From an optimization exercise on the open Yosys and OpenROAD flow, aimed at small area; shortcuts taken in it are not production practice.
The RTL was checked by simulation tests, not by an equivalence proof against the original design.
Power and IR drop assume default switching activity.

[flow/run.sh]
#!/bin/bash
# The standard layout (the standard.sh: standard synthesis, floorplan, power grid,
# tap cells, placement, CTS, routing), with two changes to how cells are chosen:
#  - the port buffers that every input and output gets are sky130_fd_sc_hd__buf_1
#  - CTS uses clkbuf_8 leaf clusters of at most 18 sinks and inserts no dummy loads
# ORFS writes each step's full log under orfs/logs/; make's own output goes to flow_make.log.
set -euo pipefail
bash standard.sh \
  "BUFFER_PORTS_ARGS=-buffer_cell sky130_fd_sc_hd__buf_1" \
  "CTS_ARGS=-sink_clustering_enable -repair_clock_nets -dont_use_dummy_load -buf_list sky130_fd_sc_hd__clkbuf_8 -sink_clustering_size 18 -sink_clustering_max_diameter 60" \
  finish > flow_make.log 2>&1
[constraint.sdc]
create_clock -name core_clock -period 10.0 [get_ports {CLK}]
set_input_delay 2.0000 -clock core_clock [delete_from_list [all_inputs] [get_ports {CLK}]]
set_output_delay 2.0000 -clock core_clock [all_outputs]
set_load 0.01 [all_outputs]
[config.mk]
export PLATFORM = sky130hd
export DESIGN_NAME = Config
export DESIGN_NICKNAME = Config
export VERILOG_FILES = /design/flow/design.v
export SDC_FILE = /design/flow/constraint.sdc
export NUM_CORES = 4
export LEC_CHECK = 0
export CAP_MARGIN = 20
export CORE_MARGIN = 2
export CORE_UTILIZATION = 65
export PLACE_DENSITY = 0.75
export SLEW_MARGIN = 20
export SYNTH_HIERARCHICAL = 1
[design.v]
module Config (CLK, RST, Rx, ComActive, ReceiveLED, s_clk, s_data, SelfWriteData, SelfWriteStrobe, ConfigWriteData, ConfigWriteStrobe, FrameAddressRegister, LongFrameStrobe, RowSelect);
	input CLK;
	input RST;  
	input Rx;
	output ComActive;
	output ReceiveLED;
	input s_clk;
	input s_data;
	input [31:0] SelfWriteData;
	input SelfWriteStrobe;
	output [31:0] ConfigWriteData;
	output ConfigWriteStrobe;
	output reg [31:0] FrameAddressRegister;
	output LongFrameStrobe;
	output [4:0] RowSelect;
	localparam TimeOutEnd = 15'h5922;  
	localparam TestFileChecksum = 20'h4FB00;
	localparam WaitForStartBit=4'b0000, DelayAfterStartBit=4'b0001, GetBit0=4'b1000, GetStopBit=4'b0010;
	localparam Idle=3'b000, GetID_00=3'b001, GetID_AA=3'b011, GetID_FF=3'b010, GetCommand=3'b110, EvalCommand=3'b111, GetData=3'b101;
	reg RxLocal;
	reg [4:0] ComCount;
	reg [3:0] ComState;
	reg [7:0] ReceivedWord;      
	reg [2:0] PresentState;
	reg HeaderOK_HexMode;
	reg [14:0] TimeOutCounter;   
	reg [1:0] ByteStage;         
	reg [1:0] GetWordState;
	reg [31:0] UART_WriteData;   
	reg [19:0] CRCReg;
	reg UART_LED;
	reg [21:0] blink;            
	reg blink_bit;               
	wire ComTick = ComCount[4] & ~ComCount[2] & ~ComCount[1] & ComCount[0];  
	wire InWait = ~ComState[3] & ~ComState[1] & ~ComState[0];
	wire InStop = ~ComState[3] & ComState[1];
	wire StopTick = InStop & ComTick;
	wire [14:0] TimeOut = TimeOutCounter ^ 15'h2AAA;
	wire [21:0] blink_s = blink ^ 22'h2AAAAA;
	wire TimeToSend = (TimeOut == TimeOutEnd);
	wire blink_zero = (blink_s[20:0] == 21'd0);
	wire TimeOutReload = (PresentState == Idle) | InStop;
	wire TimeOutKeep = ~TimeOutReload;
	wire NotRST = ~RST;
	wire [14:0] TimeOutNext;
	wire [21:0] blink_next;
	assign TimeOutNext[0] = TimeOutReload | (TimeOut[14] ^ TimeOut[13]);
	assign blink_next[0] = NotRST & (blink_s[21] ^ blink_s[20] ^ blink_zero);
	genvar gs;
	generate
		for (gs = 1; gs < 15; gs = gs + 1) begin : g_timeout
			if (gs % 2) begin : g_odd    
				nor2_cell u_g (.a(TimeOutReload), .b(TimeOutCounter[gs-1]), .y(TimeOutNext[gs]));
			end else begin : g_even      
				nand2_cell u_g (.a(TimeOutKeep), .b(TimeOutCounter[gs-1]), .y(TimeOutNext[gs]));
			end
		end
		for (gs = 1; gs < 22; gs = gs + 1) begin : g_blink
			if (gs % 2) begin : g_odd    
				nand2_cell u_g (.a(NotRST), .b(blink[gs-1]), .y(blink_next[gs]));
			end else begin : g_even      
				nor2_cell u_g (.a(RST), .b(blink[gs-1]), .y(blink_next[gs]));
			end
		end
	endgenerate
	wire InData = PresentState[2] & ~PresentState[1];    
	wire ByteDone = StopTick & InData & ~HeaderOK_HexMode;
	wire AddByte = ByteStage[0] & ~ByteStage[1];
	wire WriteByte = ByteStage[0] & ByteStage[1];
	wire InBits = ComState[3];
	wire [7:0] CRCAddend = ReceivedWord & {8{AddByte}};
	wire [20:0] CRCCarry;
	wire [19:0] CRCSum;
	assign CRCCarry[0] = 1'b0;
	genvar gc;
	generate for (gc = 0; gc < 20; gc = gc + 1) begin : g_crc
		if (gc < 8) begin : g_lo
			assign CRCSum[gc] = CRCReg[gc] ^ CRCAddend[gc] ^ CRCCarry[gc];
			assign CRCCarry[gc+1] = (CRCReg[gc] & CRCAddend[gc]) | (CRCCarry[gc] & (CRCReg[gc] ^ CRCAddend[gc]));
		end else begin : g_hi
			assign CRCSum[gc] = CRCReg[gc] ^ CRCCarry[gc];
			assign CRCCarry[gc+1] = CRCReg[gc] & CRCCarry[gc];
		end
	end endgenerate
	wire ClearData = RST | ~InData | TimeToSend;
	wire [7:0] LaneData = ReceivedWord & {8{~ClearData}};
	wire rw_shift = ComTick & InBits;
	wire rw_hold = ~rw_shift;
	wire [7:0] rw_next;
	wire [3:0] wd_load, wd_hold;
	wire [31:0] wd_next;
	genvar gw;
	generate
		for (gw = 0; gw < 8; gw = gw + 1) begin : g_rw
			ao22_cell u_g (.a(rw_shift), .b(gw == 7 ? RxLocal : ReceivedWord[gw+1]), .c(rw_hold), .d(ReceivedWord[gw]), .y(rw_next[gw]));
		end
		for (gw = 0; gw < 4; gw = gw + 1) begin : g_lane
			assign wd_load[gw] = ClearData | (WriteByte & (GetWordState == gw));
			assign wd_hold[gw] = ~wd_load[gw];
		end
		for (gw = 0; gw < 32; gw = gw + 1) begin : g_wd
			ao22_cell u_g (.a(wd_load[3 - gw / 8]), .b(LaneData[gw % 8]), .c(wd_hold[3 - gw / 8]), .d(UART_WriteData[gw]), .y(wd_next[gw]));
		end
	endgenerate
	wire UART_ComActive = InData;
	wire UART_WriteStrobe = ~ByteStage[0] & ByteStage[1] & (GetWordState == 2'd0);  
	always @ (posedge CLK) begin
		RxLocal <= Rx | RST;
		if (InWait)
			ComCount <= 5'b00001;
		else
			ComCount <= {ComCount[3:0], ~(ComCount[4] ^ (ComCount[1] & ~ComCount[2]))};
		if (RST)
			ComState <= WaitForStartBit;
		else if (InWait) begin
			if (!RxLocal)
				ComState <= DelayAfterStartBit;
		end else if (ComTick) begin
			if (InStop)
				ComState <= WaitForStartBit;
			else if (!InBits)
				ComState <= GetBit0;
			else if (ComState[2:0] == 3'b111)
				ComState <= GetStopBit;
			else
				ComState <= {1'b1, ComState[2] ^ (ComState[1] & ComState[0]), ComState[1] ^ ComState[0], ~ComState[0]};
		end
		ReceivedWord <= rw_next;   
		if (StopTick) begin
			case (PresentState)
			GetID_00: HeaderOK_HexMode <= (ReceivedWord == 8'h00);
			GetID_AA: HeaderOK_HexMode <= HeaderOK_HexMode & (ReceivedWord == 8'hAA);
			GetID_FF: HeaderOK_HexMode <= HeaderOK_HexMode & (ReceivedWord == 8'hFF);
			GetCommand: HeaderOK_HexMode <= HeaderOK_HexMode & (ReceivedWord[6:0] == 7'h01 || ReceivedWord[6:0] == 7'h02);
			default: ;
			endcase
		end
		if (PresentState == EvalCommand)
			HeaderOK_HexMode <= ReceivedWord[7];
		if (RST)
			PresentState <= Idle;
		else case (PresentState)
			Idle: if (InWait && !RxLocal) PresentState <= GetID_00;
			GetID_00: if (TimeToSend) PresentState <= Idle; else if (StopTick) PresentState <= GetID_AA;
			GetID_AA: if (TimeToSend) PresentState <= Idle; else if (StopTick) PresentState <= GetID_FF;
			GetID_FF: if (TimeToSend) PresentState <= Idle; else if (StopTick) PresentState <= GetCommand;
			GetCommand: if (TimeToSend) PresentState <= Idle; else if (StopTick) PresentState <= EvalCommand;
			EvalCommand: PresentState <= HeaderOK_HexMode ? GetData : Idle;
			GetData: if (TimeToSend) PresentState <= Idle;
			default: PresentState <= Idle;
		endcase
		TimeOutCounter <= TimeOutNext;
		if (RST)
			ByteStage <= 2'b00;
		else begin
			ByteStage[1] <= ByteStage[0];
			ByteStage[0] <= ByteDone | AddByte;
		end
		if (!InData)
			GetWordState <= 2'd0;
		else if (WriteByte)
			GetWordState <= {GetWordState[1] ^ GetWordState[0], ~GetWordState[0]};
		UART_WriteData <= wd_next;   
		if (RST)
			CRCReg <= TestFileChecksum;
		else if (PresentState == GetCommand)
			CRCReg <= 20'd0;
		else
			CRCReg <= CRCSum;
		if (RST)
			UART_LED <= 1'b0;
		else if (InData)
			UART_LED <= 1'b1;
		else if (PresentState == Idle && CRCReg != TestFileChecksum)
			UART_LED <= blink_bit;
		else
			UART_LED <= 1'b0;
		blink <= blink_next;   
		if (RST)
			blink_bit <= 1'b0;
		else
			blink_bit <= blink_bit ^ (blink_zero & ~blink_s[21]);
	end
	reg [3:0] s_clk_sample;
	reg s_data_sample0;
	reg [2:0] s_data_delay;      
	reg [31:0] serial_data;
	reg [3:0] ctrl_state;
	reg ctrl_full;
	reg local_strobe;
	reg old_local_strobe;
	reg BitBangWriteStrobe;
	reg [31:0] BitBangWriteData;
	reg BitBangActive;
	function [3:0] kmp_next;
	input [3:0] st;
	input b;
	begin
		case (st)
		4'd0: kmp_next = b ? 4'd1 : 4'd0;
		4'd1: kmp_next = b ? 4'd2 : 4'd0;
		4'd2: kmp_next = b ? 4'd3 : 4'd0;
		4'd3: kmp_next = b ? 4'd4 : 4'd0;
		4'd4: kmp_next = b ? 4'd5 : 4'd0;
		4'd5: kmp_next = b ? 4'd5 : 4'd6;
		4'd6: kmp_next = b ? 4'd7 : 4'd0;
		4'd7: kmp_next = b ? 4'd2 : 4'd8;
		4'd8: kmp_next = b ? 4'd9 : 4'd0;
		4'd9: kmp_next = b ? 4'd2 : 4'd10;
		4'd10: kmp_next = b ? 4'd11 : 4'd0;
		4'd11: kmp_next = b ? 4'd12 : 4'd0;
		4'd12: kmp_next = b ? 4'd3 : 4'd13;
		4'd13: kmp_next = b ? 4'd1 : 4'd14;
		4'd14: kmp_next = b ? 4'd1 : 4'd15;
		default: kmp_next = b ? 4'd1 : 4'd0;    
		endcase
	end
	endfunction
	wire s_data3 = s_data_delay[2];
	wire bb_rise = ~s_clk_sample[3] & s_clk_sample[2];
	wire bb_fall = s_clk_sample[3] & ~s_clk_sample[2];
	wire on_match = ctrl_full & ctrl_state[0];
	wire off_match = ctrl_full & ~ctrl_state[0];
	wire bb_hold = ~bb_rise;
	wire bbd_hold = ~on_match;
	wire [31:16] sd_hi_next;
	wire [31:0] bbd_next;
	genvar gh;
	generate
		for (gh = 16; gh < 32; gh = gh + 1) begin : g_sdhi
			ao22_cell u_g (.a(bb_rise), .b(serial_data[gh-1]), .c(bb_hold), .d(serial_data[gh]), .y(sd_hi_next[gh]));
		end
		for (gh = 0; gh < 32; gh = gh + 1) begin : g_bbd
			ao22_cell u_g (.a(on_match), .b(serial_data[gh]), .c(bbd_hold), .d(BitBangWriteData[gh]), .y(bbd_next[gh]));
		end
	endgenerate
	wire sd_ld = ~RST & bb_rise;
	wire sd_hd = ~RST & ~bb_rise;
	wire [15:0] sd_next;
	genvar gd;
	generate for (gd = 0; gd < 16; gd = gd + 1) begin : g_sd
		ao22_cell u_g (.a(sd_ld), .b(gd == 0 ? s_data3 : serial_data[gd-1]), .c(sd_hd), .d(serial_data[gd]), .y(sd_next[gd]));
	end endgenerate
	always @ (posedge CLK) begin
		s_data_delay <= {s_data_delay[1:0], s_data_sample0};
		serial_data[15:0] <= sd_next;   
		old_local_strobe <= local_strobe;  
		serial_data[31:16] <= sd_hi_next;
		BitBangWriteData <= bbd_next;   
		if (RST) begin
			s_clk_sample <= 4'b0;
			s_data_sample0 <= 1'b0;
			ctrl_state <= 4'd0;
			ctrl_full <= 1'b0;
			local_strobe <= 1'b0;
			BitBangWriteStrobe <= 1'b0;
			BitBangActive <= 1'b0;
		end else begin
			s_clk_sample <= {s_clk_sample[2:0], s_clk};
			s_data_sample0 <= s_data;
			if (bb_fall) begin
				ctrl_state <= kmp_next(ctrl_state, s_data3);
				ctrl_full <= (ctrl_state == 4'd15);
			end
			local_strobe <= on_match;
			BitBangWriteStrobe <= local_strobe & ~old_local_strobe;
			if (on_match)
				BitBangActive <= 1'b1;
			else if (off_match)
				BitBangActive <= 1'b0;
		end
	end
	wire SelBitBang = ~UART_ComActive & BitBangActive;
	wire SelCPU = ~UART_ComActive & ~BitBangActive;
	genvar gi;
	generate for (gi = 0; gi < 32; gi = gi + 1) begin : g_data
		port_select u_sel (.a(UART_WriteData[gi]), .b(BitBangWriteData[gi]), .sb(SelBitBang), .c(SelfWriteData[gi]), .sc(SelCPU), .y(ConfigWriteData[gi]));
	end endgenerate
	port_select u_sel_strobe (.a(UART_WriteStrobe), .b(BitBangWriteStrobe), .sb(SelBitBang), .c(SelfWriteStrobe), .sc(SelCPU), .y(ConfigWriteStrobe));
	assign ComActive = UART_ComActive;
	assign ReceiveLED = UART_LED ^ BitBangWriteStrobe;
	reg [3:0] FrameShiftState;
	reg synced;
	reg old_reset;
	reg [1:0] frame_strobe;
	wire restart = ~old_reset & (UART_ComActive | BitBangActive);
	wire last_row = ConfigWriteStrobe & (FrameShiftState == 4'd1);
	wire far_load = ~restart & ConfigWriteStrobe & (FrameShiftState == 4'd0) & synced & ~ConfigWriteData[20];
	wire far_ld = ~RST & far_load;
	wire far_hd = ~RST & ~far_load;
	wire [31:0] far_next;
	genvar gf;
	generate for (gf = 0; gf < 32; gf = gf + 1) begin : g_far
		ao22_cell u_g (.a(far_ld), .b(ConfigWriteData[gf]), .c(far_hd), .d(FrameAddressRegister[gf]), .y(far_next[gf]));
	end endgenerate
	always @ (posedge CLK) begin
		old_reset <= UART_ComActive | BitBangActive;
		FrameAddressRegister <= far_next;   
		if (RST) begin
			synced <= 1'b0;
			FrameShiftState <= 4'd0;
			frame_strobe <= 2'b00;
		end else begin
			frame_strobe[1] <= frame_strobe[0];
			frame_strobe[0] <= (last_row & ~restart) | (frame_strobe[0] & ~frame_strobe[1]);
			if (restart) begin
				synced <= 1'b0;
				FrameShiftState <= 4'd0;
			end else if (ConfigWriteStrobe) begin
				if (FrameShiftState != 4'd0) begin
					FrameShiftState <= {FrameShiftState[3] ^ ~(FrameShiftState[2] | FrameShiftState[1] | FrameShiftState[0]), FrameShiftState[2] ^ ~(FrameShiftState[1] | FrameShiftState[0]), FrameShiftState[1] ^ ~FrameShiftState[0], ~FrameShiftState[0]};
				end else if (!synced) begin
					if (ConfigWriteData == 32'hFAB0_FAB1)
						synced <= 1'b1;
				end else if (ConfigWriteData[20]) begin
					synced <= 1'b0;
				end else begin
					FrameShiftState <= 4'd12;
				end
			end
		end
	end
	assign LongFrameStrobe = frame_strobe[1];
	assign RowSelect = ConfigWriteStrobe ? {1'b0, FrameShiftState} : 5'b11111;
endmodule
module port_select (input a, input b, input sb, input c, input sc, output y);
	assign y = a | (b & sb) | (c & sc);
endmodule
module nor2_cell (input a, input b, output y);
	assign y = ~(a | b);
endmodule
module nand2_cell (input a, input b, output y);
	assign y = ~(a & b);
endmodule
module ao22_cell (input a, input b, input c, input d, output y);
	assign y = (a & b) | (c & d);
endmodule
[standard.sh]
#!/bin/bash
# synth_recipe.tcl (not shown) runs the flow's synth.tcl, then flattens the netlist and writes it again
# the make line also repeats each setting of config.mk as NAME=value (left out here)
make -C /OpenROAD-flow-scripts/flow DESIGN_CONFIG=/design/flow/config.mk WORK_HOME=/design/flow/orfs CLKGATE_MAP_FILE= SYNTH_SCRIPT=/design/flow/synth_recipe.tcl "${@:-finish}"
==> run summary, run 1 <==
- The run finished with no timing, DRC or antenna violations.
- In this run the register-to-register setup slack is 4.36 ns.
- The via count of the first global-routing pass is 6301.
- The core region is 12700 um^2.
- Synthesis produced a netlist with a net count of 830.
- The clock sink count is 238.
- In the routed layout, each cell is associated on average with a via count of 6.12.
- The total area of multi-input combinational cells is 3590 um^2.
- The end of the worst register-to-register path is CRCReg[18].
- The total length of routed met2 wires is 9.24 mm.
- The detailed-route via count is 6456.
- The tree is rooted in a sky130_fd_sc_hd__clkbuf_8.
- At the pin with the least slew margin, the transition time is 1.10 ns.
- The TritonCTS clock tree is built.
- Summing the sequential cell areas from Yosys gives 56.1% of the chip area.
- In this run the deepest clock path goes through 3 buffers.
- Yosys mapped the design onto 56 distinct sky130hd cell types.
- Static timing analysis puts the maximum clock frequency at 177 MHz.
- Clock tree synthesis inserted a total of 17 buffers.
- The setup TNS is 0 ns.
- The overall fraction of global-route tracks in use is 26.4%.
- The worst hold path belongs to the class flop to flop.
- On the final layout, the worst clock skew is 0.0295 ns.
- The total overflow reported by the global router is 0.
- The first-pass detailed-route iteration total is 5.
- By instance count, the leading cell after synthesis is sky130_fd_sc_hd__dfxtp_1.
- The total leakage power is 3.70 nW.
- The clock-pin slew reported for the worst setup and hold paths after clock tree synthesis is 0.11 ns.
- In this run the power spent charging and discharging nets is 314 uW.
- The die covers 14000 um^2.
- The die width is 118 um.
- The launch point of the worst reg-to-reg path is ByteStage[0].
- The setup path with the least slack is of type flop to flop.
- The commonest cells after synthesis are sky130_fd_sc_hd__dfxtp_1, sky130_fd_sc_hd__a22o_1, sky130_fd_sc_hd__nand2_1, sky130_fd_sc_hd__nor2_1, sky130_fd_sc_hd__a221o_1.
- The routed wire length is 18.9 mm.
- The Yosys step of the flow raised 7 warnings.
- The dominant register cell in the synthesized netlist is sky130_fd_sc_hd__dfxtp_1.
- The worst relative slew slack is 26.4%.
- The global placer's final weighted congestion is 0.808.
- The remaining number of nets flagged by the antenna check after routing is 0.
- The time the worst path needs with I/O delays and setup is 5.64 ns.
- The fraction of power consumed by the clock network is 29.7%.
- The first global-routing pass estimated 30.9 mm of wire.
- Detailed routing placed a total of 1.07 mm of wire on met3.
- The total power is 1.44 mW.
- The worst path uses 56.4% of the clock period.
- The endpoint of the worst hold path is s_data_delay[2].
- 111 I/O pins were placed.
- The routed wirelength normalized by instance count is 17.9 um.
- After synthesis the cells add up to 8500 um^2.
- The number of antenna violations at the first check in global routing is 0.
- The sequential cell area in the final layout is 4770 um^2.
- Summed over all instances, the cell type with the most area after synthesis is sky130_fd_sc_hd__dfxtp_1.
- The fill cell instance count of the final layout is 964.
- Entering global routing, the biggest net connects 40 pins.
- The ratio of cells with drive above 1 in the final layout is 3.62%.
- The net switching share of the total power is 21.8%.
- The cell count of the worst hold path is 0.
- The worst path required time is 10.39 ns.
- The hold slack is 0.336 ns.
- The startpoint identified for the worst hold timing path is s_data_delay[1].
- The clock reaches the later pin of the worst-skew pair after 0.50 ns.
- The post-cts sizing count is 0.
- The internal power contribution is 1.13 mW.
- The half-perimeter wire length of the detailed placement result is 13.1 mm.
- STA classifies the critical path startpoint as a flop.
- After the first detailed-routing iteration, the DRC count stood at 483.
- The least setup slack across all paths after layout is 4.36 ns.
- The number of flip-flops and latches in the synthesized netlist is 238.
- The cell count after synthesis came out at 767.
- The final setup violation count is 0.
- The number of cells traversed by the worst register-to-register path is 27.
- The nature of the critical path endpoint is a flop.
- Per report_power, the combinational group accounts for 3.9% of the total.
- Measured along the y axis, the die boundary spans 118 um.
- Power spread over the standard cell area amounts to 154 nW/um^2.
- Summed over its instances, the top area cell type makes up 55.8% of the synthesized netlist area.
- The sequential share of power is 66.4%.
- By area the synthesized netlist is led by sky130_fd_sc_hd__dfxtp_1, sky130_fd_sc_hd__a22o_1, sky130_fd_sc_hd__a221o_1.
- Setup repair after global routing left no endpoint under its margin.
- After clock tree synthesis, the flow added hold-fix buffers numbering 0.
- The number of nets in the finished design is 948.
- The pre-CTS setup slack is 4.33 ns.
- Counting flops with a built-in enable in the synthesized netlist gives 1.
- The peak fanout along the critical path is 9.
- For this configuration, the core starts out at a cell density of 66.8%.
- The depth of the CTS H-tree is 1.
- The area added between synthesis and finish is 10.2%.
- The final max-slew violation count was 0.
- The async set or reset register ratio after synthesis is 0%.
- Data on the critical path arrives at its endpoint at 6.03 ns.
- The number of hold-slack violations in the final timing report was 0.
- The top routing layer in use is met4.
- A synthesized cell averages 11.1 um^2.
- The residual DRC count is 0.
- Port buffering added 110 buffers.
- The max-capacitance violation count is 0.
- The peak supply drop is 152 uV.
- The post-route met1 wirelength is 8.22 mm.
- The count of inserted antenna diode cells is 0.
- The post-CTS setup buffer count is 0.
- The number of rows in the core area is 41.
worst max path at each step:
stage                            start         end  slack, ns  cells past startpoint
final                     ByteStage[0]  CRCReg[18]       4.36                     27
after global routing      ByteStage[0]  CRCReg[18]       4.00                     27
after CTS                 ByteStage[0]  CRCReg[18]       4.34                     27
after detailed placement  ByteStage[0]  CRCReg[18]       4.33                     27
after global placement    ByteStage[0]  CRCReg[18]       4.52                     27
after floorplan           ByteStage[0]  CRCReg[18]       4.55                     28
power groups by stage:
stage / Combinational, mW / Sequential (mW) / Clock (mW)
final: 0.0562 / 0.958 / 0.429
after global routing: 0.0611 / 0.959 / 0.469
after CTS: 0.0560 / 0.958 / 0.436
after detailed placement: 0.0558 / 0.980 / 0
after global placement: 0.0542 / 0.979 / 0
after floorplan: 0.0364 / 0.978 / 0
cell usage in the layout (no fill, tap or decap), types with 4 or more instances in the layout:
| master | instances |
|---|---|
| sky130_fd_sc_hd__and2_1 | 24 |
| sky130_fd_sc_hd__nand3_1 | 5 |
| sky130_fd_sc_hd__a22o_1 | 137 |
| sky130_fd_sc_hd__xnor2_1 | 5 |
| sky130_fd_sc_hd__fa_1 | 7 |
| sky130_fd_sc_hd__buf_4 | 6 |
| sky130_fd_sc_hd__buf_1 | 110 |
| sky130_fd_sc_hd__nor4_1 | 5 |
| sky130_fd_sc_hd__nand4_1 | 5 |
| sky130_fd_sc_hd__nor3_1 | 5 |
| sky130_fd_sc_hd__a221o_1 | 33 |
| sky130_fd_sc_hd__inv_1 | 22 |
| sky130_fd_sc_hd__a21oi_1 | 21 |
| sky130_fd_sc_hd__nor2_1 | 48 |
| sky130_fd_sc_hd__o21ai_0 | 9 |
| sky130_fd_sc_hd__nor4bb_1 | 7 |
| sky130_fd_sc_hd__dfxtp_1 | 237 |
| sky130_fd_sc_hd__nand2b_1 | 12 |
| sky130_fd_sc_hd__or3_1 | 4 |
| sky130_fd_sc_hd__nand2_1 | 63 |
| sky130_fd_sc_hd__and3_1 | 10 |
| sky130_fd_sc_hd__clkbuf_8 | 17 |
| sky130_fd_sc_hd__nor2b_1 | 13 |
| sky130_fd_sc_hd__ha_1 | 18 |
layout make-up:
type,count,share of cell area (%)
sequential,238,50.9
multi-input combinational,489,38.3
clock buffer,17,2.50
timing repair buffer,117,5.05
tap,172,2.30
inverter,22,0.881
stage by stage:
step                utilization (%)  std cells  instance area, um^2
floorplan                         -        767                 8500
global placement               71.6       1037                 9110
detailed placement             71.6       1037                 9110
CTS                            73.5       1054                 9350
global route                   73.7       1055                 9370
finish                         73.7       1055                 9370
state kept, by name, indices dropped and copies added (netlist names), 4 cells and up:
name and cells:
ComCount 5, ctrl_state 4, UART_WriteData 32, FrameShiftState 4, blink 22, TimeOutCounter 15
s_clk_sample 4, FrameAddressRegister 32, ReceivedWord 8, CRCReg 20, ComState 4, serial_data 32
BitBangWriteData 32
layer usage:
metal  GRT usage [%]  vias to the layer above
li1                -                     3114
met1            34.6                     3114
met2            46.5                      197
met3            3.33                       31
met4            6.18                        0
met5               0                        -
worst max-delay path, cell delays in order (launching register included):
cell                      delay [ns]
sky130_fd_sc_hd__dfxtp_1        0.34
sky130_fd_sc_hd__nor2b_1        0.20
sky130_fd_sc_hd__and2_1         0.19
sky130_fd_sc_hd__ha_1           0.18
sky130_fd_sc_hd__inv_1          0.08
sky130_fd_sc_hd__fa_1           0.20
sky130_fd_sc_hd__fa_1           0.17
sky130_fd_sc_hd__inv_1          0.05
sky130_fd_sc_hd__fa_1           0.41
sky130_fd_sc_hd__fa_1           0.43
sky130_fd_sc_hd__fa_1           0.43
sky130_fd_sc_hd__fa_1           0.39
sky130_fd_sc_hd__inv_1          0.08
sky130_fd_sc_hd__fa_1           0.16
sky130_fd_sc_hd__inv_1          0.04
sky130_fd_sc_hd__ha_1           0.17
sky130_fd_sc_hd__ha_1           0.18
sky130_fd_sc_hd__ha_1           0.18
sky130_fd_sc_hd__ha_1           0.18
sky130_fd_sc_hd__ha_1           0.18
sky130_fd_sc_hd__ha_1           0.18
sky130_fd_sc_hd__ha_1           0.18
sky130_fd_sc_hd__ha_1           0.18
sky130_fd_sc_hd__ha_1           0.18
sky130_fd_sc_hd__ha_1           0.18
sky130_fd_sc_hd__ha_1           0.27
sky130_fd_sc_hd__nand2_1        0.06
sky130_fd_sc_hd__nand2_1        0.06
per-module statistics from Yosys (local to each module, per instance):
module | flops+latches | times used
Config | 238 | 1
ao22_cell | 0 | 136
nand2_cell | 0 | 18
nor2_cell | 0 | 17
port_select | 0 | 33
cell families after synthesis:
logic type	count (synthesis)	share of synthesized area (%)
AOI/OAI and AO/OA	225	22.1
xor gates and xnor gates	7	0.721
adders and majority gates	25	4.30
buffers and inverters	40	1.77
DFF	238	56.1
muxes	4	0.500
and+or+nand+nor	228	14.4
==> inputs of run 2 (changes only) <==
--- a/design.v
+++ b/design.v
@@ -84,5 +84,4 @@
 	end endgenerate
 	wire ClearData = RST | ~InData | TimeToSend;
-	wire [7:0] LaneData = ReceivedWord & {8{~ClearData}};
 	wire rw_shift = ComTick & InBits;
 	wire rw_hold = ~rw_shift;
@@ -96,9 +95,9 @@
 		end
 		for (gw = 0; gw < 4; gw = gw + 1) begin : g_lane
-			assign wd_load[gw] = ClearData | (WriteByte & (GetWordState == gw));
-			assign wd_hold[gw] = ~wd_load[gw];
+			assign wd_load[gw] = ~ClearData & WriteByte & (GetWordState == gw);
+			assign wd_hold[gw] = ~ClearData & ~(WriteByte & (GetWordState == gw));
 		end
 		for (gw = 0; gw < 32; gw = gw + 1) begin : g_wd
-			ao22_cell u_g (.a(wd_load[3 - gw / 8]), .b(LaneData[gw % 8]), .c(wd_hold[3 - gw / 8]), .d(UART_WriteData[gw]), .y(wd_next[gw]));
+			ao22_cell u_g (.a(wd_load[3 - gw / 8]), .b(ReceivedWord[gw % 8]), .c(wd_hold[3 - gw / 8]), .d(UART_WriteData[gw]), .y(wd_next[gw]));
 		end
 	endgenerate
==> run summary, run 2 <==
- The maximum count of clock buffers along a single path is 3 (unchanged).
- The XOR/XNOR share of the synthesized area came to 0.723% (+0.0020 points).
- The final max-slew violation count is 0 (unchanged).
- The area share of fa/ha/maj cells after synthesis came to 4.31% (+0.012 points).
- The peak fanout along the critical path came to 9 (unchanged).
- The number of nets in the finished design is 943 (-0.53%).
- The fraction of power consumed by the clock network is 29.5% (-0.2 points).
- The compound-cell area share of the yosys netlist was 22.3% (+0.14 points).
- The number of buffers added by the clock tree synthesis step is 17 (unchanged).
- The fraction of synthesized cell area taken by the top area cell type is 55.9% (+0.16 points).
- The ratio of cells with drive above 1 in the final layout is 3.76% (+0.13 points).
- The hold slack is 0.282 ns (-0.0535 ns).
- The chip height came to 118 um (-0.14%).
- The overall die area came to 14000 um^2 (-0.27%).
- TritonCTS built the clock tree.
- The first-pass detailed-route iteration total is 5 (unchanged).
- The sequential share of power is 66.6% (+0.2 points).
- The number of antenna violations at the first check in global routing came to 0 (unchanged).
- The detailed-route via count is 6460 (+0.062%).
- By count the netlist is led by sky130_fd_sc_hd__dfxtp_1, sky130_fd_sc_hd__a22o_1, sky130_fd_sc_hd__nor2_1, sky130_fd_sc_hd__nand2_1, sky130_fd_sc_hd__a221o_1.
- The number of cells produced by synthesis is 763 (-0.52%).
- The mean cell area of the mapped netlist is 11.1 um^2 (+0.24%).
- The peak supply drop is 126 uV (-17%).
- The total overflow reported by the global router came to 0 (unchanged).
- The critical path startpoint category is a flop.
- STA classifies the critical path endpoint as a flop.
- The area share of and/or/nand/nor cells after synthesis was 14.0% (-0.43 points).
- The area of the core is 12700 um^2 (-0.40%).
- The flow ran to the end and the layout has no timing, DRC or antenna violations.
- The yosys synthesis warning count is 7 (unchanged).
- The number of top-level design ports is 111 (unchanged).
- The remaining number of nets flagged by the antenna check after routing is 0 (unchanged).
- The leading cell type in the layout, fill and taps excluded is sky130_fd_sc_hd__dfxtp_1.
- After synthesis, the largest family of logic cells by area is compound AO/OA/AOI/OAI gates.
- The post-CTS setup buffer count was 0 (unchanged).
- The actual slew at the worst max-slew pin is 1.10 ns (+0.0000128 ns).
- The sequential area share after synthesis is 56.3% (+0.16 points).
- The fill cell instance count of the final layout is 971 (+0.73%).
- The library cells used most frequently in the layout, excluding fill and tap cells, are sky130_fd_sc_hd__dfxtp_1, sky130_fd_sc_hd__a22o_1, sky130_fd_sc_hd__buf_1.
- The peak clock frequency supported by timing is 174 MHz (-1.8%).
- The number of flip-flops and latches in the synthesized netlist is 238 (unchanged).
- Compared with the post-synthesis result, the final layout area differs by 10.1%.
- The maximum clock skew at final layout is 0.0581 ns (+0.0286 ns).
- The power per cell area was 154 nW/um^2 (about the same).
- The post-layout utilization of the core is 73.7% (about the same).
- The post-cts sizing count is 0 (unchanged).
- The worst min-delay path category is flop to flop.
- The net count after synthesis was 826 (-0.48%).
- The via density per instance is 6.15 (+0.54%).
- The mapped cell area is 8480 um^2 (-0.28%).
- The global placer's final weighted congestion is 0.851 (+5.3%).
- Setup repair after global routing left no endpoint under its margin.
- The total leakage power came to 3.63 nW (-1.9%).
- The routed wirelength normalized by instance count came to 17.6 um (-1.6%).
- The number of design-rule violations left by the first detailed-router iteration is 439 (-9.1%).
- The summed area of non-filler cells in the final layout was 9340 um^2 (-0.39%).
- The async set or reset register ratio after synthesis came to 0% (unchanged).
- The overall fraction of global-route tracks in use is 25.8% (-0.62 points).
- The data arrival time of the critical path is 6.08 ns (+0.05 ns).
- The maximum number of pins on one net before global-route repair is 44 (+10%).
- The die width was 118 um (-0.14%).
- The cell sitting at the root of the clock tree is a sky130_fd_sc_hd__clkbuf_8.
- The count of inserted antenna diode cells is 0 (unchanged).
- The clock-pin slew reported for the worst setup and hold paths after clock tree synthesis is 0.10 ns (about the same).
- The dominant register cell in the synthesized netlist is sky130_fd_sc_hd__dfxtp_1.
- The worst relative slew slack is 26.4% (about the same).
- The first-pass GRT wire length came to 30.3 mm (-2.2%).
- By area the synthesized netlist is led by sky130_fd_sc_hd__dfxtp_1, sky130_fd_sc_hd__a22o_1, sky130_fd_sc_hd__a221o_1.
- The clock sink count is 238 (unchanged).
- The cts-stage hold buffer count is 0 (unchanged).
- The most common cell in the synthesized netlist is sky130_fd_sc_hd__dfxtp_1.
- The max-capacitance violation count was 0 (unchanged).
- The multiplexer area fraction after synthesis is 0.620% (+0.12 points).
- The depth of the CTS H-tree is 1 (unchanged).
- The count of port buffers added during placement was 110 (unchanged).
- The half-perimeter wire length of the detailed placement result is 12.7 mm (-3.1%).
- The pre-CTS setup slack is 4.29 ns (-0.0385 ns).
- The net switching power figure is 309 uW (-1.7%).
- The biggest area contributor in the post-synthesis netlist is sky130_fd_sc_hd__dfxtp_1.
- The net switching share of the total power is 21.5% (-0.29 points).
- The setup TNS was 0 ns (unchanged).
- The least setup slack across all paths after layout is 4.26 ns (-0.104 ns).
- The placement-stage cell area came to 9090 um^2 (-0.29%).
- The worst path required time was 10.34 ns (-0.05 ns).
- The internal power contribution was 1.13 mW (about the same).
- The critical path in this run is classified as flop to flop.
- The number of enable-type register cells in the synthesized netlist is 1 (unchanged).
- The routed wire length is 18.5 mm (-2.1%).
- The number of hold-slack violations in the final timing report is 0 (unchanged).
- The number of distinct library cells after synthesis is 58 (+3.6%).
- The residual DRC count came to 0 (unchanged).
- The power share of the combinational group came to 3.9% (about the same).
- The effective utilization at floorplan is 66.9% (+0.083 points).
- The post-route fraction of the period consumed by the critical path is 57.4% (+1.0 points).
- The clock latency on the worst-skew pair came to 0.52 ns (+0.02 ns).
- The final setup violation count came to 0 (unchanged).
- The number of rows in the core area is 41 (unchanged).
- The time the worst path needs with I/O delays and setup came to 5.74 ns (+0.104 ns).
- The via count of the first global-routing pass came to 6180 (-1.9%).
==> run 2: metrics by stage <==
stage               cells  total power, mW
floorplan             763             1.01
global placement     1032             1.03
detailed placement   1032             1.04
CTS                  1049             1.45
global route         1050             1.49
finish               1050             1.44
==> run 2: power groups by stage <==
stage                     Clock (mW)  Sequential, mW  Combinational [mW]
after floorplan                    0           0.978              0.0372
after global placement             0           0.979              0.0545
after detailed placement           0           0.980              0.0560
after CTS                      0.434           0.958              0.0560
after global routing           0.466           0.959              0.0614
final                          0.424           0.958              0.0560
==> run 2: path summary, 6_finish.rpt <==
path,startpoint,endpoint,slack (ns),cells after the start
max,ByteStage[0],CRCReg[18],4.26,27
min,s_data_sample0,s_data_delay[0],0.28,0
min reg2reg,s_data_sample0,s_data_delay[0],0.28,0
max reg2reg,ByteStage[0],CRCReg[18],4.26,27
==> run 2: modules after synthesis (local to each module, per instance) <==
module       times used  cells
Config                1    559
ao22_cell           136      1
nand2_cell           18      1
nor2_cell            17      1
port_select          33      1
==> run 2: layout make-up <==
cell class / instances / area, um^2 / area share (%)
repair buffers: 116 / 459 / 4.92
flip-flops and latches: 238 / 4770 / 51.1
inverters: 22 / 82.6 / 0.884
well taps: 172 / 215 / 2.30
multi-input cells: 485 / 3570 / 38.3
clock buffers: 17 / 234 / 2.51
==> run 2: cells by family after synthesis <==
group,after synthesis
flops,238
compound gates,225
simple gates,223
buf+inv,40
fa+ha+maj,25
xor+xnor,7
mux,5
==> run 2: worst max-delay path: stages (launching register included) <==
cell and delay, ns:
sky130_fd_sc_hd__dfxtp_1 0.33, sky130_fd_sc_hd__nor2b_1 0.22, sky130_fd_sc_hd__and2_1 0.19, sky130_fd_sc_hd__ha_1 0.17, sky130_fd_sc_hd__inv_1 0.07, sky130_fd_sc_hd__fa_1 0.20, sky130_fd_sc_hd__fa_1 0.17, sky130_fd_sc_hd__inv_1 0.05
sky130_fd_sc_hd__fa_1 0.42, sky130_fd_sc_hd__fa_1 0.45, sky130_fd_sc_hd__fa_1 0.44, sky130_fd_sc_hd__fa_1 0.39, sky130_fd_sc_hd__inv_1 0.08, sky130_fd_sc_hd__fa_1 0.17, sky130_fd_sc_hd__inv_1 0.05, sky130_fd_sc_hd__ha_1 0.18
sky130_fd_sc_hd__ha_1 0.18, sky130_fd_sc_hd__ha_1 0.18, sky130_fd_sc_hd__ha_1 0.18, sky130_fd_sc_hd__ha_1 0.19, sky130_fd_sc_hd__ha_1 0.19, sky130_fd_sc_hd__ha_1 0.18, sky130_fd_sc_hd__ha_1 0.18, sky130_fd_sc_hd__ha_1 0.19
sky130_fd_sc_hd__ha_1 0.19, sky130_fd_sc_hd__ha_1 0.27, sky130_fd_sc_hd__nand2_1 0.06, sky130_fd_sc_hd__nand2_1 0.05
==> run 2: routing by layer <==
layer  vias to the layer above  GRT usage [%]  wire [um]
li1                       3092              -          -
met1                      3140           33.7       8070
met2                       197           45.0       9090
met3                        31           3.38       1020
met4                         0           6.63        349
met5                         -              0          0
==> inputs of run 3 (changes only) <==
==> flow/run.sh (replaced) <==
#!/bin/bash
# The standard layout (the standard.sh: standard synthesis, floorplan, power grid,
# tap cells, placement, CTS, routing), with two changes to how cells are chosen:
#  - the port buffers that every input and output gets are sky130_fd_sc_hd__buf_1
#  - CTS uses clkbuf_16 leaf clusters of at most 30 sinks and inserts no dummy loads
# ORFS writes each step's full log under orfs/logs/; make's own output goes to flow_make.log.
set -euo pipefail
bash standard.sh \
  "BUFFER_PORTS_ARGS=-buffer_cell sky130_fd_sc_hd__buf_1" \
  "CTS_ARGS=-sink_clustering_enable -repair_clock_nets -dont_use_dummy_load -buf_list sky130_fd_sc_hd__clkbuf_16 -sink_clustering_size 30 -sink_clustering_max_diameter 60" \
  finish > flow_make.log 2>&1
==> run summary, run 3 <==
- The register-to-register setup slack is 4.24 ns (-0.02 ns).
- The TritonCTS clock tree is built.
- The effective utilization at floorplan is 66.9% (unchanged).
- The fraction of synthesized cell area taken by the top area cell type was 55.9% (unchanged).
- The pre-CTS setup slack is 4.29 ns (unchanged).
- The first-pass GRT wire length is 30.9 mm (+2.2%).
- The number of flip-flops and latches in the synthesized netlist is 238 (unchanged).
- The net switching share of the total power was 20.6% (-0.90 points).
- The total power is 1.54 mW (+7.3%).
- Summed over all instances, the cell type with the most area after synthesis is sky130_fd_sc_hd__dfxtp_1.
- The maximum number of pins on one net before global-route repair is 44 (unchanged).
- The total leakage power is 3.68 nW (+1.4%).
- In the post-synthesis netlist, the cell with the most instances is sky130_fd_sc_hd__dfxtp_1.
- The peak supply drop is 171 uV (+36%).
- The residual DRC count is 0 (unchanged).
- The commonest cells after synthesis are sky130_fd_sc_hd__dfxtp_1, sky130_fd_sc_hd__a22o_1, sky130_fd_sc_hd__nor2_1, sky130_fd_sc_hd__nand2_1, sky130_fd_sc_hd__a221o_1.
- The first-pass detailed-route iteration total came to 6 (+1).
- The power share of the combinational group came to 3.7% (-0.2 points).
- In this run the worst hold path is classified as flop to flop.
- The net switching power figure is 318 uW (+2.8%).
- Sorting the synthesized cells by area gives the leading types as sky130_fd_sc_hd__dfxtp_1, sky130_fd_sc_hd__a22o_1, sky130_fd_sc_hd__a221o_1.
- The area growth from synthesis to layout is 11.5%.
- The peak clock frequency supported by timing is 174 MHz (-0.34%).
- The worst path required time is 10.31 ns (-0.03 ns).
- The post-layout utilization of the core is 74.6% (+0.94 points).
- The area share of fa/ha/maj cells after synthesis is 4.31% (unchanged).
- In this run the clock root is driven by a sky130_fd_sc_hd__clkbuf_16.
- The total area of multi-input combinational cells is 3570 um^2 (about the same).
- The count of port buffers added during placement is 110 (unchanged).
- The power per cell area is 163 nW/um^2 (+6.0%).
- The number of hold-slack violations in the final timing report came to 0 (unchanged).
- The chip height was 118 um (unchanged).
- The via count of the first global-routing pass was 6234 (+0.87%).
- The post-cts sizing count was 0 (unchanged).
- The async set or reset register ratio after synthesis is 0% (unchanged).
- The depth of the CTS H-tree is 1 (unchanged).
- The count of inserted antenna diode cells came to 0 (unchanged).
- The max-capacitance violation count came to 0 (unchanged).
- The sequential area share after synthesis is 56.3% (unchanged).
- The post-CTS setup buffer count is 0 (unchanged).
- Setup repair after global routing left no endpoint under its margin.
- The actual slew at the worst max-slew pin is 0.995 ns (-0.105 ns).
- For this run, the leading register cell type out of synthesis is sky130_fd_sc_hd__dfxtp_1.
- The time the worst path needs with I/O delays and setup is 5.76 ns (+0.0198 ns).
- The sequential share of power came to 62.1% (-4.5 points).
- The number of nets in the finished design is 940 (-0.32%).
- The routed wirelength normalized by instance count is 18.0 um (+2.0%).
- The global placer's final weighted congestion is 0.851 (unchanged).
- The overall die area came to 14000 um^2 (unchanged).
- The critical path is of the flop to flop type.
- The net count after synthesis is 826 (unchanged).
- The summed area of non-filler cells in the final layout is 9460 um^2 (+1.3%).
- The total overflow reported by the global router came to 0 (unchanged).
- The area of the core is 12700 um^2 (unchanged).
- The run finished with no timing, DRC or antenna violations.
- The maximum clock skew at final layout is 0.0544 ns (-0.00363 ns).
- The library cell used most frequently in the layout, excluding fill and tap cells, is sky130_fd_sc_hd__dfxtp_1.
- STA classifies the critical path startpoint as a flop.
- The mapped cell area is 8480 um^2 (unchanged).
- The compound-cell area share of the yosys netlist is 22.3% (unchanged).
- The data arrival time of the critical path came to 6.07 ns (about the same).
- The cts-stage hold buffer count came to 0 (unchanged).
- The number of antenna violations at the first check in global routing came to 0 (unchanged).
- The maximum count of clock buffers along a single path is 3 (unchanged).
- The detailed-route via count was 6491 (+0.48%).
- The internal power contribution is 1.23 mW (+8.6%).
- The least setup slack across all paths after layout is 4.24 ns (-0.0198 ns).
- The via density per instance is 6.20 (+0.77%).
- The number of design-rule violations left by the first detailed-router iteration is 453 (+3.2%).
- The nature of the critical path endpoint is a flop.
- The overall fraction of global-route tracks in use is 26.3% (+0.54 points).
- The number of cells produced by synthesis is 763 (unchanged).
- The remaining number of nets flagged by the antenna check after routing is 0 (unchanged).
- The clock-pin slew reported for the worst setup and hold paths after clock tree synthesis came to 0.07 ns (-0.03 ns).
- The sequential cell area in the final layout was 4770 um^2 (unchanged).
- The area share of and/or/nand/nor cells after synthesis was 14.0% (unchanged).
- The number of enable-type register cells in the synthesized netlist is 1 (unchanged).
- The number of top-level design ports was 111 (unchanged).
- The mean cell area of the mapped netlist is 11.1 um^2 (unchanged).
- The number of rows in the core area is 41 (unchanged).
- The peak fanout along the critical path is 9 (unchanged).
- The fill cell instance count of the final layout is 941 (-3.1%).
- The final max-slew violation count was 0 (unchanged).
- The number of distinct library cells after synthesis is 58 (unchanged).
- The clock latency on the worst-skew pair is 0.48 ns (-0.04 ns).
- The yosys synthesis warning count is 7 (unchanged).
- The number of buffers added by the clock tree synthesis step is 14 (-3).
- The clock sink count is 238 (unchanged).
- The die width was 118 um (unchanged).
- The final setup violation count is 0 (unchanged).
- By area, the combinational part of the netlist is dominated by compound AO/OA/AOI/OAI gates.
- The top cell types in the final layout, fill and taps aside, are sky130_fd_sc_hd__dfxtp_1, sky130_fd_sc_hd__a22o_1, sky130_fd_sc_hd__buf_1.
- The placement-stage cell area was 9090 um^2 (unchanged).
- The setup TNS is 0 ns (unchanged).
- The ratio of cells with drive above 1 in the final layout was 3.54% (-0.22 points).
- The worst relative slew slack is 33.3% (+6.9 points).
- The half-perimeter wire length of the detailed placement result is 12.7 mm (unchanged).
- The XOR/XNOR share of the synthesized area is 0.723% (unchanged).
- The fraction of power consumed by the clock network is 34.3% (+4.8 points).
- The routed wire length was 18.8 mm (+1.7%).
- The multiplexer area fraction after synthesis came to 0.620% (unchanged).
- The post-route fraction of the period consumed by the critical path came to 57.6% (+0.20 points).
==> run 3: cell counts after synthesis <==
Identical to the previous run, type by type.
==> run 3: final timing paths <==
kind	cells after the start	startpoint	to
worst max-delay path	27	ByteStage[0]	CRCReg[18]
worst min register to register	0	s_data_delay[1]	s_data_delay[2]
worst min-delay path	0	s_data_delay[1]	s_data_delay[2]
worst max register to register	27	ByteStage[0]	CRCReg[18]
==> run 3: power groups by stage <==
stage	Clock [mW]	Combinational, mW	Sequential (mW)
finish	0.529	0.0564	0.958
global route	0.573	0.0619	0.959
CTS	0.540	0.0563	0.958
detailed placement	0	0.0560	0.980
global placement	0	0.0545	0.979
floorplan	0	0.0372	0.978
==> run 3: final cells by class <==
cell class	instances	area share, %
timing repair buffer	116	4.86
tap	172	2.28
multi-input combinational	485	37.8
inverter	22	0.873
sequential	238	50.5
clock buffer	14	3.70
==> run 3: worst max-delay path, cell delays in order (launching register included) <==
cell                      delay (ns)
sky130_fd_sc_hd__dfxtp_1        0.32
sky130_fd_sc_hd__nor2b_1        0.22
sky130_fd_sc_hd__and2_1         0.20
sky130_fd_sc_hd__ha_1           0.17
sky130_fd_sc_hd__inv_1          0.07
sky130_fd_sc_hd__fa_1           0.19
sky130_fd_sc_hd__fa_1           0.17
sky130_fd_sc_hd__inv_1          0.05
sky130_fd_sc_hd__fa_1           0.42
sky130_fd_sc_hd__fa_1           0.44
sky130_fd_sc_hd__fa_1           0.43
sky130_fd_sc_hd__fa_1           0.39
sky130_fd_sc_hd__inv_1          0.08
sky130_fd_sc_hd__fa_1           0.17
sky130_fd_sc_hd__inv_1          0.05
sky130_fd_sc_hd__ha_1           0.19
sky130_fd_sc_hd__ha_1           0.18
sky130_fd_sc_hd__ha_1           0.18
sky130_fd_sc_hd__ha_1           0.18
sky130_fd_sc_hd__ha_1           0.18
sky130_fd_sc_hd__ha_1           0.19
sky130_fd_sc_hd__ha_1           0.19
sky130_fd_sc_hd__ha_1           0.18
sky130_fd_sc_hd__ha_1           0.19
sky130_fd_sc_hd__ha_1           0.19
sky130_fd_sc_hd__ha_1           0.27
sky130_fd_sc_hd__nand2_1        0.06
sky130_fd_sc_hd__nand2_1        0.05
==> run 3: cell families after synthesis <==
| kind of cell | count (synthesis) |
|---|---|
| flops | 238 |
| compound gates | 225 |
| simple gates | 223 |
| buf+inv | 40 |
| fa+ha+maj | 25 |
| xor+xnor | 7 |
| mux | 5 |
==> run 3: metrics by stage <==
stage                     std cells  hold slack, ns
after floorplan                 763           0.310
after global placement         1032           0.316
after detailed placement       1032           0.315
after CTS                      1046           0.332
after global routing           1047           0.344
final                          1047           0.328
==> run 3: per-module statistics from Yosys, one instance, submodules excluded <==
| module | flops+latches | cells inside |
|---|---|---|
| Config | 238 | 559 |
| nand2_cell | 0 | 1 |
| ao22_cell | 0 | 1 |
| port_select | 0 | 1 |
| nor2_cell | 0 | 1 |
==> run 3: layer usage <==
layer	wire (um)	part of all wire, %	global-route usage [%]
met5	0	0	0
met4	405	2.1	6.63
met3	811	4.3	3.28
met2	9340	50	46.1
met1	8290	44	34.5
==> inputs of run 4 (changes only) <==
==> flow/run.sh (replaced) <==
#!/bin/bash
# The standard layout (the standard.sh: standard synthesis, floorplan, power grid,
# tap cells, placement, CTS, routing), with two changes to how cells are chosen:
#  - the port buffers that every input and output gets are sky130_fd_sc_hd__buf_1
#  - CTS uses clkbuf_8 leaf clusters of at most 16 sinks within 40 um and inserts no dummy loads
# ORFS writes each step's full log under orfs/logs/; make's own output goes to flow_make.log.
set -euo pipefail
bash standard.sh \
  "BUFFER_PORTS_ARGS=-buffer_cell sky130_fd_sc_hd__buf_1" \
  "CTS_ARGS=-sink_clustering_enable -repair_clock_nets -dont_use_dummy_load -buf_list sky130_fd_sc_hd__clkbuf_8 -sink_clustering_size 16 -sink_clustering_max_diameter 40" \
  finish > flow_make.log 2>&1
==> run summary, run 4 <==
- The run finished with no timing, DRC or antenna violations.
- The yosys synthesis warning count is 7 (unchanged).
- The residual DRC count is 0 (unchanged).
- The overall die area is 14000 um^2 (unchanged).
- The register-to-register setup slack is 4.26 ns (+0.02 ns).
- The worst path required time came to 10.38 ns (+0.07 ns).
- The detailed-route via count was 6468 (-0.35%).
- The number of nets in the finished design is 953 (+1.4%).
- The mean cell area of the mapped netlist came to 11.1 um^2 (unchanged).
- The setup TNS is 0 ns (unchanged).
- The via count of the first global-routing pass is 6281 (+0.75%).
- The end of the worst register-to-register path is CRCReg[18].
- The cts-stage hold buffer count is 0 (unchanged).
- The number of antenna violations at the first check in global routing was 0 (unchanged).
- The peak supply drop is 130 uV (-24%).
- The endpoint of the worst hold path is s_data_delay[2].
- The total leakage power was 3.70 nW (+0.59%).
- The dominant cell type by area after synthesis is sky130_fd_sc_hd__dfxtp_1.
- The number of placed instances, taps included came to 1032 (unchanged).
- The max-capacitance violation count came to 0 (unchanged).
- The number of non-filler instances in the completed layout is 1060 (+1.2%).
- The final max-slew violation count is 0 (unchanged).
- The first-pass detailed-route iteration total was 5 (-1).
- The number of distinct library cells after synthesis is 58 (unchanged).
- The first-pass GRT wire length is 30.8 mm (-0.49%).
- The actual slew at the worst max-slew pin is 0.958 ns (-0.0371 ns).
- The die width is 118 um (unchanged).
- The leading cell type by number of instances after synthesis is sky130_fd_sc_hd__dfxtp_1.
- The final setup violation count is 0 (unchanged).
- The time the worst path needs with I/O delays and setup was 5.74 ns (-0.0210 ns).
- The maximum clock skew at final layout is 0.0597 ns (+0.00523 ns).
- The net count after synthesis is 826 (unchanged).
- From synthesis to final layout, the design area changed by 11.8%.
- The ratio of cells with drive above 1 in the final layout is 4.95% (+1.4 points).
- The peak clock frequency supported by timing came to 174 MHz (+0.37%).
- The least setup slack across all paths after layout came to 4.26 ns (+0.0210 ns).
- The number of flip-flops and latches in the synthesized netlist is 238 (unchanged).
- The maximum single-stage delay on the critical path is 0.44 ns (about the same).
- The clock sink count is 238 (unchanged).
- The number of hold-slack violations in the final timing report is 0 (unchanged).
- The leading cell type in the layout, fill and taps excluded is sky130_fd_sc_hd__dfxtp_1.
- The number of design-rule violations left by the first detailed-router iteration came to 379 (-16%).
- The global placer's final weighted congestion is 0.851 (unchanged).
- The number of enable-type register cells in the synthesized netlist was 1 (unchanged).
- The async set or reset register ratio after synthesis is 0% (unchanged).
- The chip height is 118 um (unchanged).
- The overall fraction of global-route tracks in use is 26.1% (-0.18 points).
- The worst min-delay path category is flop to flop.
- The post-route fraction of the period consumed by the critical path is 57.4% (-0.21 points).
- The total overflow reported by the global router was 0 (unchanged).
- The worst relative slew slack is 35.8% (+2.5 points).
- The commonest cells after synthesis are sky130_fd_sc_hd__dfxtp_1, sky130_fd_sc_hd__a22o_1, sky130_fd_sc_hd__nor2_1, sky130_fd_sc_hd__nand2_1, sky130_fd_sc_hd__a221o_1.
- The routed wire length is 18.5 mm (-1.9%).
- The half-perimeter wire length of the detailed placement result is 12.7 mm (unchanged).
- The post-cts sizing count is 0 (unchanged).
- The number of cells produced by synthesis came to 763 (unchanged).
- The pre-CTS setup slack was 4.29 ns (unchanged).
- The via density per instance is 6.10 (-1.6%).
- The clock-pin slew reported for the worst setup and hold paths after clock tree synthesis is 0.06 ns (about the same).
- The dominant register cell in the synthesized netlist is sky130_fd_sc_hd__dfxtp_1.
- The tree is rooted in a sky130_fd_sc_hd__clkbuf_8.
- The sequential area share after synthesis was 56.3% (unchanged).
- The remaining number of nets flagged by the antenna check after routing is 0 (unchanged).
- The mapped cell area is 8480 um^2 (unchanged).
- The maximum number of pins on one net before global-route repair is 44 (unchanged).
- The slowest stage cell on the critical path is sky130_fd_sc_hd__fa_1.
- In the layout the commonest cells are sky130_fd_sc_hd__dfxtp_1, sky130_fd_sc_hd__a22o_1, sky130_fd_sc_hd__buf_1.
- The power per cell area is 163 nW/um^2 (-0.36%).
- Yosys attributes the largest share of cell area to sky130_fd_sc_hd__dfxtp_1, sky130_fd_sc_hd__a22o_1, sky130_fd_sc_hd__a221o_1.
- The worst setup path is captured at a flop.
- The launch point of the worst reg-to-reg path is ByteStage[0].
- The data arrival time of the critical path was 6.12 ns (+0.05 ns).
- The maximum count of clock buffers along a single path came to 3 (unchanged).
- The routed wirelength normalized by instance count is 17.4 um (-3.1%).
- The category of the most critical setup path is flop to flop.
- In this run the most critical hold path is launched from s_data_delay[1].
- The number of rows in the core area is 41 (unchanged).
- The number of buffers added by the clock tree synthesis step is 27 (+13).
- The most repeated library cell on the critical path is sky130_fd_sc_hd__ha_1.
- The number of top-level design ports is 111 (unchanged).
- The clock latency on the worst-skew pair was 0.54 ns (+0.06 ns).
- Setup repair after global routing left no endpoint under its margin.
- The depth of the CTS H-tree is 1 (unchanged).
- The fraction of synthesized cell area taken by the top area cell type is 55.9% (unchanged).
- TritonCTS built the clock tree.
- STA classifies the critical path startpoint as a flop.
- The peak fanout along the critical path is 9 (unchanged).
- The count of inserted antenna diode cells is 0 (unchanged).
- The cell count of the worst hold path is 0 (unchanged).
- The number of cells traversed by the worst register-to-register path was 27 (unchanged).
- The area of the core came to 12700 um^2 (unchanged).
- The post-CTS setup buffer count is 0 (unchanged).
- The count of port buffers added during placement is 110 (unchanged).
- The effective utilization at floorplan is 66.9% (unchanged).
## run 4: final cells by class
| class | instances | area (um^2) |
|---|---|---|
| clock buffers | 27 | 372 |
| fillers | 954 | 3190 |
| inverters | 22 | 82.6 |
| multi-input cells | 485 | 3570 |
| flip-flops and latches | 238 | 4770 |
| well taps | 172 | 215 |
| repair buffers | 116 | 459 |
## run 4: critical path: cells and delay by family (launching register included)
| kind | cells | cell delay [ns] |
|---|---|---|
| buffers and inverters | 4 | 0.25 |
| adders and majority gates | 19 | 4.50 |
| and+or+nand+nor | 4 | 0.53 |
| DFF | 1 | 0.32 |
## run 4: through the flow
| step | total power, mW | cell area, um^2 | utilization [%] | hold slack [ns] |
|---|---|---|---|---|
| after global routing | 1.60 | 9480 | 74.8 | 0.341 |
| after global placement | 1.03 | 9090 | 71.7 | 0.316 |
| after floorplan | 1.01 | 8480 | - | 0.310 |
| after CTS | 1.55 | 9460 | 74.7 | 0.330 |
| after detailed placement | 1.04 | 9090 | 71.7 | 0.315 |
| final | 1.54 | 9480 | 74.8 | 0.326 |
## run 4: kinds of logic (layout without fill, tap and decap cells)
kind of cell,count (synthesis),in the layout,synth area share [%]
compound gates,225,225,22.3
flops,238,238,56.3
simple gates,223,223,14.0
fa+ha+maj,25,25,4.31
buf+inv,40,165,1.77
xor+xnor,7,7,0.723
mux,5,5,0.620
## run 4: worst max-delay path by stage
stage               depth (start not counted)                       to  slack (ns)             from
floorplan                                   5  FrameAddressRegister[0]        4.47  SelfWriteStrobe
global placement                           27               CRCReg[18]        4.49     ByteStage[0]
detailed placement                         27               CRCReg[19]        4.29     ByteStage[0]
CTS                                        27               CRCReg[18]        4.24     ByteStage[0]
global route                               27               CRCReg[18]        3.92     ByteStage[0]
finish                                     27               CRCReg[18]        4.26     ByteStage[0]
## run 4: per-module statistics from Yosys (local to each module, per instance)
module	cells inside	cell area [um^2]	flops+latches	times used
port_select	1	10.0	0	33
nor2_cell	1	3.75	0	17
Config	559	6830	238	1
ao22_cell	1	8.76	0	136
nand2_cell	1	3.75	0	18
## run 4: routing by layer
metal,track usage (%),vias up,wire [um],share of wire (%)
li1,-,3112,-,-
met4,7.00,0,424,2.3
met3,3.81,38,963,5.2
met1,34.8,3117,8210,44
met2,44.5,201,8890,48
met5,0,-,0,0
## run 4: power breakdown
part           total [mW]  switching, mW  internal (mW)
clock network       0.527          0.289          0.239
registers           0.959        0.00461          0.954
logic              0.0562         0.0340         0.0221
==> inputs of run 5 (changes only) <==
==> flow/run.sh (replaced) <==
#!/bin/bash
# The standard layout (the standard.sh: standard synthesis, floorplan, power grid,
# tap cells, placement, CTS, routing), with two changes to how cells are chosen:
#  - the port buffers that every input and output gets are sky130_fd_sc_hd__buf_1
#  - CTS uses clkbuf_4 leaf clusters of at most 8 sinks and inserts no dummy loads
# ORFS writes each step's full log under orfs/logs/; make's own output goes to flow_make.log.
set -euo pipefail
bash standard.sh \
  "BUFFER_PORTS_ARGS=-buffer_cell sky130_fd_sc_hd__buf_1" \
  "CTS_ARGS=-sink_clustering_enable -repair_clock_nets -dont_use_dummy_load -buf_list sky130_fd_sc_hd__clkbuf_4 -sink_clustering_size 8 -sink_clustering_max_diameter 60" \
  finish > flow_make.log 2>&1
==> run summary, run 5 <==
- The number of enable-type register cells in the synthesized netlist is 1 (unchanged).
- Tracing the worst setup path back leads to its startpoint at ByteStage[0].
- The power per cell area is 156 nW/um^2 (-4.1%).
- In the post-synthesis netlist, the cell with the most instances is sky130_fd_sc_hd__dfxtp_1.
- The maximum single-stage delay on the critical path is 0.44 ns (about the same).
- The area of the core was 12700 um^2 (unchanged).
- The sum of buffers and inverters on the critical path is 4 (unchanged).
- The final max-slew violation count is 0 (unchanged).
- The via count of the first global-routing pass is 6364 (+1.3%).
- Among all flip-flop cells after synthesis, the most frequent one is sky130_fd_sc_hd__dfxtp_1.
- The largest individual stage delay along the critical path comes from the cell sky130_fd_sc_hd__fa_1.
- The max-capacitance violation count was 0 (unchanged).
- The depth of the CTS H-tree came to 2 (+1).
- The maximum count of clock buffers along a single path is 3 (unchanged).
- The sequential area share after synthesis is 56.3% (unchanged).
- The placement-stage cell area was 9090 um^2 (unchanged).
- The chip height is 118 um (unchanged).
- The routed wire length was 18.7 mm (+1.2%).
- The time the worst path needs with I/O delays and setup is 5.70 ns (-0.0433 ns).
- The most repeated library cell on the critical path is sky130_fd_sc_hd__ha_1.
- The residual DRC count was 0 (unchanged).
- The maximum number of pins on one net before global-route repair was 44 (unchanged).
- The clock latency on the worst-skew pair is 0.60 ns (+0.06 ns).
- The post-route fraction of the period consumed by the critical path is 57.0% (-0.43 points).
- The area added between synthesis and finish is 10.5%.
- The number of rows in the core area came to 41 (unchanged).
- The number of nets in the finished design is 961 (+0.84%).
- The total leakage power was 3.67 nW (-0.89%).
- The worst path required time is 10.45 ns (+0.07 ns).
- The global placer's final weighted congestion is 0.851 (unchanged).
- The worst relative slew slack is 35.5% (-0.26 points).
- The effective utilization at floorplan is 66.9% (unchanged).
- Setup repair after global routing left no endpoint under its margin.
- The TritonCTS clock tree is built.
- The number of flip-flops and latches in the synthesized netlist came to 238 (unchanged).
- The number of design-rule violations left by the first detailed-router iteration is 438 (+16%).
- The post-cts sizing count is 0 (unchanged).
- The critical path in this run is classified as flop to flop.
- The summed area of non-filler cells in the final layout is 9370 um^2 (-1.1%).
- The routed wirelength normalized by instance count came to 17.5 um (+0.40%).
- The ratio of cells with drive above 1 in the final layout is 5.80% (+0.85 points).
- The total overflow reported by the global router is 0 (unchanged).
- The mapped cell area is 8480 um^2 (unchanged).
- The number of antenna violations at the first check in global routing is 0 (unchanged).
- The clock sink count is 238 (unchanged).
- The die width is 118 um (unchanged).
- The yosys synthesis warning count is 7 (unchanged).
- The startpoint identified for the worst hold timing path is s_data_delay[1].
- The worst min-delay path category is flop to flop.
- The peak supply drop is 151 uV (+16%).
- The peak fanout along the critical path is 9 (unchanged).
- The first-pass GRT wire length was 30.7 mm (-0.18%).
- The data arrival time of the critical path was 6.15 ns (+0.03 ns).
- The fill cell instance count of the final layout is 992 (+4.0%).
- The count of port buffers added during placement is 110 (unchanged).
- The maximum clock skew at final layout is 0.0374 ns (-0.0223 ns).
- The number of distinct library cells after synthesis is 58 (unchanged).
- The nature of the critical path endpoint is a flop.
- The setup TNS is 0 ns (unchanged).
- The cts-stage hold buffer count is 0 (unchanged).
- The number of top-level design ports was 111 (unchanged).
- The overall die area is 14000 um^2 (unchanged).
- The clock-pin slew reported for the worst setup and hold paths after clock tree synthesis is 0.09 ns (+0.03 ns).
- The least setup slack across all paths after layout is 4.30 ns (+0.0433 ns).
- The number of cells produced by synthesis came to 763 (unchanged).
- The tree is rooted in a sky130_fd_sc_hd__clkbuf_4.
- The remaining number of nets flagged by the antenna check after routing is 0 (unchanged).
- The number of buffers added by the clock tree synthesis step was 35 (+30%).
- The detailed-route via count is 6503 (+0.54%).
- The count of inserted antenna diode cells is 0 (unchanged).
- The half-perimeter wire length of the detailed placement result was 12.7 mm (unchanged).
- The cell family contributing the most delay on the critical path is adder cells.
- The critical path startpoint category is a flop.
- The dominant cell type by area after synthesis is sky130_fd_sc_hd__dfxtp_1.
- The fraction of synthesized cell area taken by the top area cell type is 55.9% (unchanged).
- The number of hold-slack violations in the final timing report is 0 (unchanged).
- The final setup violation count was 0 (unchanged).
- The run finished with no timing, DRC or antenna violations.
- The post-CTS setup buffer count is 0 (unchanged).
- In the layout the commonest cells are sky130_fd_sc_hd__dfxtp_1, sky130_fd_sc_hd__a22o_1, sky130_fd_sc_hd__buf_1.
- The first-pass detailed-route iteration total is 5 (unchanged).
- The mean cell area of the mapped netlist is 11.1 um^2 (unchanged).
- The net count after synthesis is 826 (unchanged).
- In the post-synthesis netlist, the biggest area contributors are sky130_fd_sc_hd__dfxtp_1, sky130_fd_sc_hd__a22o_1, sky130_fd_sc_hd__a221o_1.
- The overall fraction of global-route tracks in use is 26.6% (+0.46 points).
- The launch point of the worst reg-to-reg path is ByteStage[0].
- The via density per instance is 6.09 (-0.21%).
- The pre-CTS setup slack was 4.29 ns (unchanged).
- The peak clock frequency supported by timing is 176 MHz (+0.76%).
- The library cell used most frequently in the layout, excluding fill and tap cells, is sky130_fd_sc_hd__dfxtp_1.
- The async set or reset register ratio after synthesis is 0% (unchanged).
- In the synthesized netlist, the cells that appear most often are sky130_fd_sc_hd__dfxtp_1, sky130_fd_sc_hd__a22o_1, sky130_fd_sc_hd__nor2_1, sky130_fd_sc_hd__nand2_1, sky130_fd_sc_hd__a221o_1.
- The actual slew at the worst max-slew pin is 0.961 ns (+0.00384 ns).
run 5: routing by layer:
layer | share of wire (%) | GRT usage (%) | vias to the layer above
li1 | - | - | 3136
met1 | 44 | 34.1 | 3134
met2 | 48 | 44.3 | 192
met3 | 5.4 | 5.12 | 41
met4 | 2.6 | 10.4 | 0
met5 | 0 | 0 | -
run 5: final timing paths:
kind                      to  slack, ns  cells after the start
min reg2reg  s_data_delay[2]       0.33                      0
min          s_data_delay[2]       0.33                      0
max reg2reg       CRCReg[18]       4.30                     27
max               CRCReg[18]       4.30                     27
run 5: metrics by stage:
step                      utilization [%]  std cells  total power, mW  hold WS [ns]
after floorplan                         -        763             1.01         0.310
after global placement               71.7       1032             1.03         0.316
after detailed placement             71.7       1032             1.04         0.315
after CTS                            73.8       1067             1.47         0.335
after global routing                 73.9       1068             1.52         0.341
final                                73.9       1068             1.46         0.327
run 5: where the power goes:
part	total, mW	internal, mW	switching, mW
Sequential	0.958	0.953	0.00473
Clock	0.448	0.162	0.286
Combinational	0.0562	0.0221	0.0341
run 5: worst register-to-register path: cells and delay by family (launching register included):
kind          cells  cell delay [ns]
fa+ha+maj        19             4.47
simple gates      4             0.52
flops             1             0.33
buf+inv           4             0.24
run 5: cells by family (layout without fill, tap and decap cells):
group,Yosys count,count (layout),synth area share (%)
mux,5,5,0.620
fa+ha+maj,25,25,4.31
flops,238,238,56.3
compound gates,225,225,22.3
simple gates,223,223,14.0
xor+xnor,7,7,0.723
buf+inv,40,173,1.77
run 5: area by class of cell:
| class | instances | area (um^2) | area share [%] |
|---|---|---|---|
| flip-flops and latches | 238 | 4770 | 51.0 |
| repair buffers | 116 | 459 | 4.90 |
| clock buffers | 35 | 263 | 2.80 |
| multi-input cells | 485 | 3570 | 38.2 |
| well taps | 172 | 215 | 2.30 |
| inverters | 22 | 82.6 | 0.881 |
run 5: Yosys stat by module (local to each module, per instance):
module,area [um^2],copies in the design,cells,flops+latches
Config,6830,1,559,238
ao22_cell,8.76,136,1,0
nand2_cell,3.75,18,1,0
nor2_cell,3.75,17,1,0
port_select,10.0,33,1,0

[re-timing with driven ports]
Ports are ideal in the flow. The routed layouts listed here were re-timed in OpenROAD.
Step 1 assumes that a clkbuf_16 drives the clock port and a buf_2 every other input.
Step 2 adds t to the input delays and takes it off the output delays; t is the mean of the earliest and latest rising clock arrival at the registers after step 1. Input paths then give back, and output paths get back, about the clock's delay inside the block.
Three values: no drivers, after step 1, after step 2; two values: the first two.
| run | shift t [ns] | slack for setup (ns) | hold slack, ns | worst register clock-pin slew, ns |
|---|---|---|---|---|
| run 1 | 0.524 | 4.362 / 4.362 / 4.362 | 0.336 / 0.336 / 0.336 | 0.11 / 0.11 |
| run 2 | 0.531 | 4.258 / 4.258 / 4.258 | 0.282 / 0.282 / 0.282 | 0.12 / 0.12 |
| run 3 | 0.495 | 4.239 / 4.239 / 4.239 | 0.328 / 0.328 / 0.328 | 0.11 / 0.11 |
| run 4 | 0.548 | 4.260 / 4.260 / 4.260 | 0.326 / 0.326 / 0.326 | 0.09 / 0.09 |
| run 5 | 0.615 | 4.303 / 4.303 / 4.303 | 0.327 / 0.327 / 0.327 | 0.10 / 0.10 |
After both steps every run listed still meets setup and hold.
